From an optimization exercise on the open Yosys and OpenROAD flow, aimed at small area and a short achievable clock period; shortcuts taken in it are not production practice. Function was checked by simulation only, so behaviour that the tests miss may differ from the original.

Design Posit_Multiplier, start of the top module:
module Posit_Multiplier(A1, B1, clk, reset, OUT);
  input [0:15] A1, B1;
  input clk, reset;
  output reg [0:15] OUT;
  wire [14:0] ma_in, mb_in;
  pabs u_aa(A1[0], A1[1:15], ma_in);
  pabs u_ab(B1[0], B1[1:15], mb_in);
  reg sa, sb;
  reg [14:0] ma, mb;
  reg rst_d;
  wire [15:0] res;
  always @(posedge clk) begin
    sa <= A1[0];
    sb <= B1[0];
    ma <= ma_in;
    mb <= mb_in;
    rst_d <= reset;
    OUT <= res & {16{~reset}};
  end
  wire [3:0] sha, shb;
  wire [1:0] ea, eb;
  wire [10:0] fa, fb;
  pdec u_da(ma, sha, ea, fa);
  pdec u_db(mb, shb, eb, fb);
  wire [12:0] r;
  pmul_core u_m(fa, fb, r);
  wire c = r[12] | r[11];                  
  wire p22 = ~r[11];                       
  wire [6:0] sca = {~ma[14], sha ^ {4{~ma[14]}}, ea};
  wire [6:0] scb = {~mb[14], shb ^ {4{~mb[14]}}, eb};
  wire [7:0] s0;
  prip #(8) u_sc({sca[6], sca}, {scb[6], scb}, 1'b0, s0);
  wire neg = s0[7];                        
  wire [4:0] q = s0[6:2] ^ {5{neg}};       
  wire [1:0] fe = s0[1:0];
  wire f3 = &fe;                           
  wire m1 = &s0[7:2];                      
  wire za = ~|ma;
  wire zb = ~|mb;
  wire z = (za & ~sa) | (zb & ~sb) | rst_d;
  wire n = ((za & sa) | (zb & sb)) & ~z;
  wire so = ~z & (n | (sa ^ sb));
  wire rb = ~neg & ~z & ~n;                
  wire frc = z | n | q[4];
  reg [14:0] v0;
  always @* begin
    if (!c)
      v0 = {~neg, neg, fe, r[10:0]};
    else if (!f3)
      v0 = {~neg, neg, fe[1] ^ fe[0], ~fe[0], p22, r[10:1]};
    else if (!neg)
      v0 = {5'b11000, p22, r[10:2]};
    else if (m1)
      v0 = {4'b1000, p22, r[10:1]};
    else
      v0 = {3'b100, p22, r[10:0]};
  end
  wire [14:0] v1 = q[3] ? {{8{~neg}}, v0[14:8]} : v0;
  wire [14:0] v2 = q[2] ? {{4{~neg}}, v1[14:4]} : v1;
  wire [14:0] v3 = q[1] ? {{2{~neg}}, v2[14:2]} : v2;
  wire [14:0] v4 = q[0] ? {~neg, v3[14:1]} : v3;
  wire [14:0] body = frc ? {15{rb}} : v4;
  wire [14:0] ob;
  pneg u_on(so, body, ob);
  assign res = {so, ob};
endmodule
Size in the first run: ~980 cells after synthesis, roughly 50 I/O pins, roughly 7600 um^2 of cells after synthesis.
clock: 60.0 ns
lec_check: 0
cap_margin: 60
core_margin: 2
core_utilization: 40
slew_margin: 60
standard.sh (not shown) runs the stock make flow with config.mk's settings and CLKGATE_MAP_FILE= SYNTH_SCRIPT=/design/flow/synth_recipe.tcl, a recipe that flattens the netlist after the stock synthesis.
==> flow/flow/run.sh <==
#!/bin/bash
# Layout flow: the standard flow (standard.sh) with these changes.
#  1. Synthesis skips Yosys's internal "abc -fast" before extract_fa, so the
#     full adders written in the RTL are extracted as written.
#  2. The final abc mapping uses flow/abc_area.script (area mapping), except
#     for the modules in FLOW_FAST_MODULES, which keep their hierarchy until
#     the standard flow's script flattens the design and are mapped with
#     flow/abc_fast.script (delay mapping).
#  3. Ports are buffered with sky130_fd_sc_hd__buf_1 cells.
# Registers and their names are those of the standard synthesis.
set -euo pipefail
here=$(pwd)
{
  head -n 1 synth_recipe.tcl
  cat flow/synth_overrides.tcl
  tail -n +2 synth_recipe.tcl
} > flow_synth.tcl
export FLOW_ABC_AREA="$here/flow/abc_area.script"
export FLOW_ABC_FAST="$here/flow/abc_fast.script"
export FLOW_FAST_MODULES="pabs"
bash standard.sh SYNTH_SCRIPT="$here/flow_synth.tcl" \
  "BUFFER_PORTS_ARGS=-buffer_cell sky130_fd_sc_hd__buf_1" finish > flow_standard.log 2>&1
==> flow/flow/abc_area.script <==
strash
dch
amap
strash
dch
amap
topo
==> flow/flow/abc_fast.script <==
strash
map
topo
==> flow/flow/synth_overrides.tcl <==
# Overrides for the standard flow's synthesis script (see run.sh).
# synth: the fine stage runs without Yosys's internal "abc -fast", so that
# extract_fa sees the full adders as the RTL writes them.  Modules listed in
# FLOW_FAST_MODULES keep their hierarchy until the end of synthesis (the standard flow's
# script flattens everything before writing the netlist).
proc synth {args} {
  if {[lsearch -exact $args "fine:"] >= 0} {
    yosys synth -nofsm -noshare -noabc {*}$args
  } else {
    if {[info exists ::env(FLOW_FAST_MODULES)]} {
      foreach m $::env(FLOW_FAST_MODULES) {
        yosys setattr -mod -set keep_hierarchy 1 $m
      }
    }
    yosys synth -nofsm -noshare {*}$args
  }
}
# abc: modules in FLOW_FAST_MODULES are mapped with FLOW_ABC_FAST, the rest
# with FLOW_ABC_AREA.
proc abc {args} {
  set i [lsearch -exact $args "-script"]
  if {$i < 0 || ![info exists ::env(FLOW_ABC_AREA)]} {
    yosys abc {*}$args
    return
  }
  set rest [list]
  if {[info exists ::env(FLOW_FAST_MODULES)]} {
    foreach m $::env(FLOW_FAST_MODULES) {
      if {[lindex [yosys select -count $m] 0] == 0} { continue }
      set a $args
      lset a [expr {$i + 1}] $::env(FLOW_ABC_FAST)
      yosys abc {*}$a $m
    }
    set rest [list $::env(DESIGN_NAME)]
  }
  set a $args
  lset a [expr {$i + 1}] $::env(FLOW_ABC_AREA)
  yosys abc {*}$a {*}$rest
}
Next try:
--- a/flow/flow/run.sh
+++ b/flow/flow/run.sh
@@ -21,2 +21,2 @@
 bash standard.sh SYNTH_SCRIPT="$here/flow_synth.tcl" \
-  "BUFFER_PORTS_ARGS=-buffer_cell sky130_fd_sc_hd__buf_1" finish > flow_standard.log 2>&1
+  "BUFFER_PORTS_ARGS=-buffer_cell sky130_fd_sc_hd__buf_1" SETUP_SLACK_MARGIN=46.5 finish > flow_standard.log 2>&1
Settings changed: CAP_MARGIN 60 to 20, CTS_BUF_LIST from default to sky130_fd_sc_hd__clkbuf_8, CTS_CLUSTER_DIAMETER from default to 300, CTS_CLUSTER_SIZE from default to 50, SLEW_MARGIN 60 to 20.
After rerunning: Clock-buffer cell count came out lower by 2. Routed wire length came out higher by about 1.1%. Worst hold slack improved by 0.011 ns. Area after synthesis does not change. Final cell count came out higher by about 1.2%.
Next try:
--- a/flow/flow/run.sh
+++ b/flow/flow/run.sh
@@ -21,2 +21,2 @@
 bash standard.sh SYNTH_SCRIPT="$here/flow_synth.tcl" \
-  "BUFFER_PORTS_ARGS=-buffer_cell sky130_fd_sc_hd__buf_1" SETUP_SLACK_MARGIN=46.5 finish > flow_standard.log 2>&1
+  "BUFFER_PORTS_ARGS=-buffer_cell sky130_fd_sc_hd__buf_1" finish > flow_standard.log 2>&1
==> flow/flow/abc_area.script (replaced) <==
strash
dch
map -a
topo
Settings changed: CAP_MARGIN 20 to 60, CTS_BUF_LIST sky130_fd_sc_hd__clkbuf_8 to default, CTS_CLUSTER_DIAMETER 300 to default, CTS_CLUSTER_SIZE 50 to default, SLEW_MARGIN 20 to 60.
Result: Die area grows by 5.1%. Routed wire length grows by 2.4%. Cell count climbs by 11%. Area after synthesis grows by 5.2%. Sequential cell count stays the same. Synthesized cell count came out higher by 14%. Utilization barely changes. Global-route usage shrinks by 0.53 points.
Next try:
Settings changed: CAP_MARGIN 60 to 20, SLEW_MARGIN 60 to 20.
=> The changed run produced a clean layout; clock-buffer cell count stays the same; design area drops by about 0.9%; setup slack gets worse by 0.55 ns.
Next try:
--- a/flow/flow/run.sh
+++ b/flow/flow/run.sh
@@ -21,2 +21,2 @@
 bash standard.sh SYNTH_SCRIPT="$here/flow_synth.tcl" \
-  "BUFFER_PORTS_ARGS=-buffer_cell sky130_fd_sc_hd__buf_1" finish > flow_standard.log 2>&1
+  "BUFFER_PORTS_ARGS=-buffer_cell sky130_fd_sc_hd__buf_1" SETUP_SLACK_MARGIN=47.1 finish > flow_standard.log 2>&1
==> flow/flow/abc_area.script (replaced) <==
strash
dch
amap
strash
dch
amap
topo
Settings changed: CTS_BUF_LIST from default to sky130_fd_sc_hd__clkbuf_8, CTS_CLUSTER_DIAMETER from default to 300, CTS_CLUSTER_SIZE from default to 50.
Via count goes down by a few percent.
Clock skew goes up by 0.0047 ns.
Register-to-register slack improves by 1.6 ns.
Critical path depth goes down by 55.
Utilization goes up by 0.61 points.
Synthesized area goes down by a few percent.
Final cell count goes down by roughly a tenth.
Next try:
Settings changed: CAP_MARGIN 20 to 60, SLEW_MARGIN 20 to 60.
Via count decreases by 0.90%.
Critical path depth does not change.
Final area hardly moves.
Global-route usage increases by 0.18 points.
Fmax stays flat.
Core utilization increases by 0.13 points.
Flip-flop and latch count does not change.
Worst hold slack is about the same.
Worst setup slack is better by 0.010 ns.

-- afterwards: timing with drivers on the ports --
The flow's constraints put no driver on any port. The routed layouts listed below were extracted and timed again, unchanged, in two steps. Step 1 assumes that a clkbuf_16 drives the clock port and a buf_2 every other input. Step 2 adds t to the input delays and takes it off the output delays; t is the mean of the earliest and latest rising clock arrival at the registers after step 1. Input paths then give back, and output paths get back, about the clock's delay inside the block. Three values: ideal, step 1, step 2; two values: the first two.
run	shift t [ns]	slack for setup (ns)	worst setup path after step 2	latest minus earliest clock arrival (ns)	worst slew at a driven data input, ns
the first run	0.330	47.055 / 47.055 / 46.945	input to register	0.010 / 0.009	0.03
the second run	0.338	46.886 / 46.899 / 46.561	input to register	0.015 / 0.016	0.03
the third run	0.325	47.228 / 47.191 / 46.932	input to register	0.010 / 0.009	0.03
the fourth run	0.326	46.675 / 46.675 / 46.521	input to register	0.010 / 0.010	0.03
the fifth run	0.336	47.195 / 47.161 / 46.952	input to register	0.014 / 0.015	0.03
the sixth run	0.343	47.205 / 47.166 / 46.942	input to register	0.014 / 0.015	0.03
After both steps setup and hold are still met in every run listed. The setup slack of the second run, which loses most, moves by +0.013 ns with the drivers and by -0.325 ns with both steps.
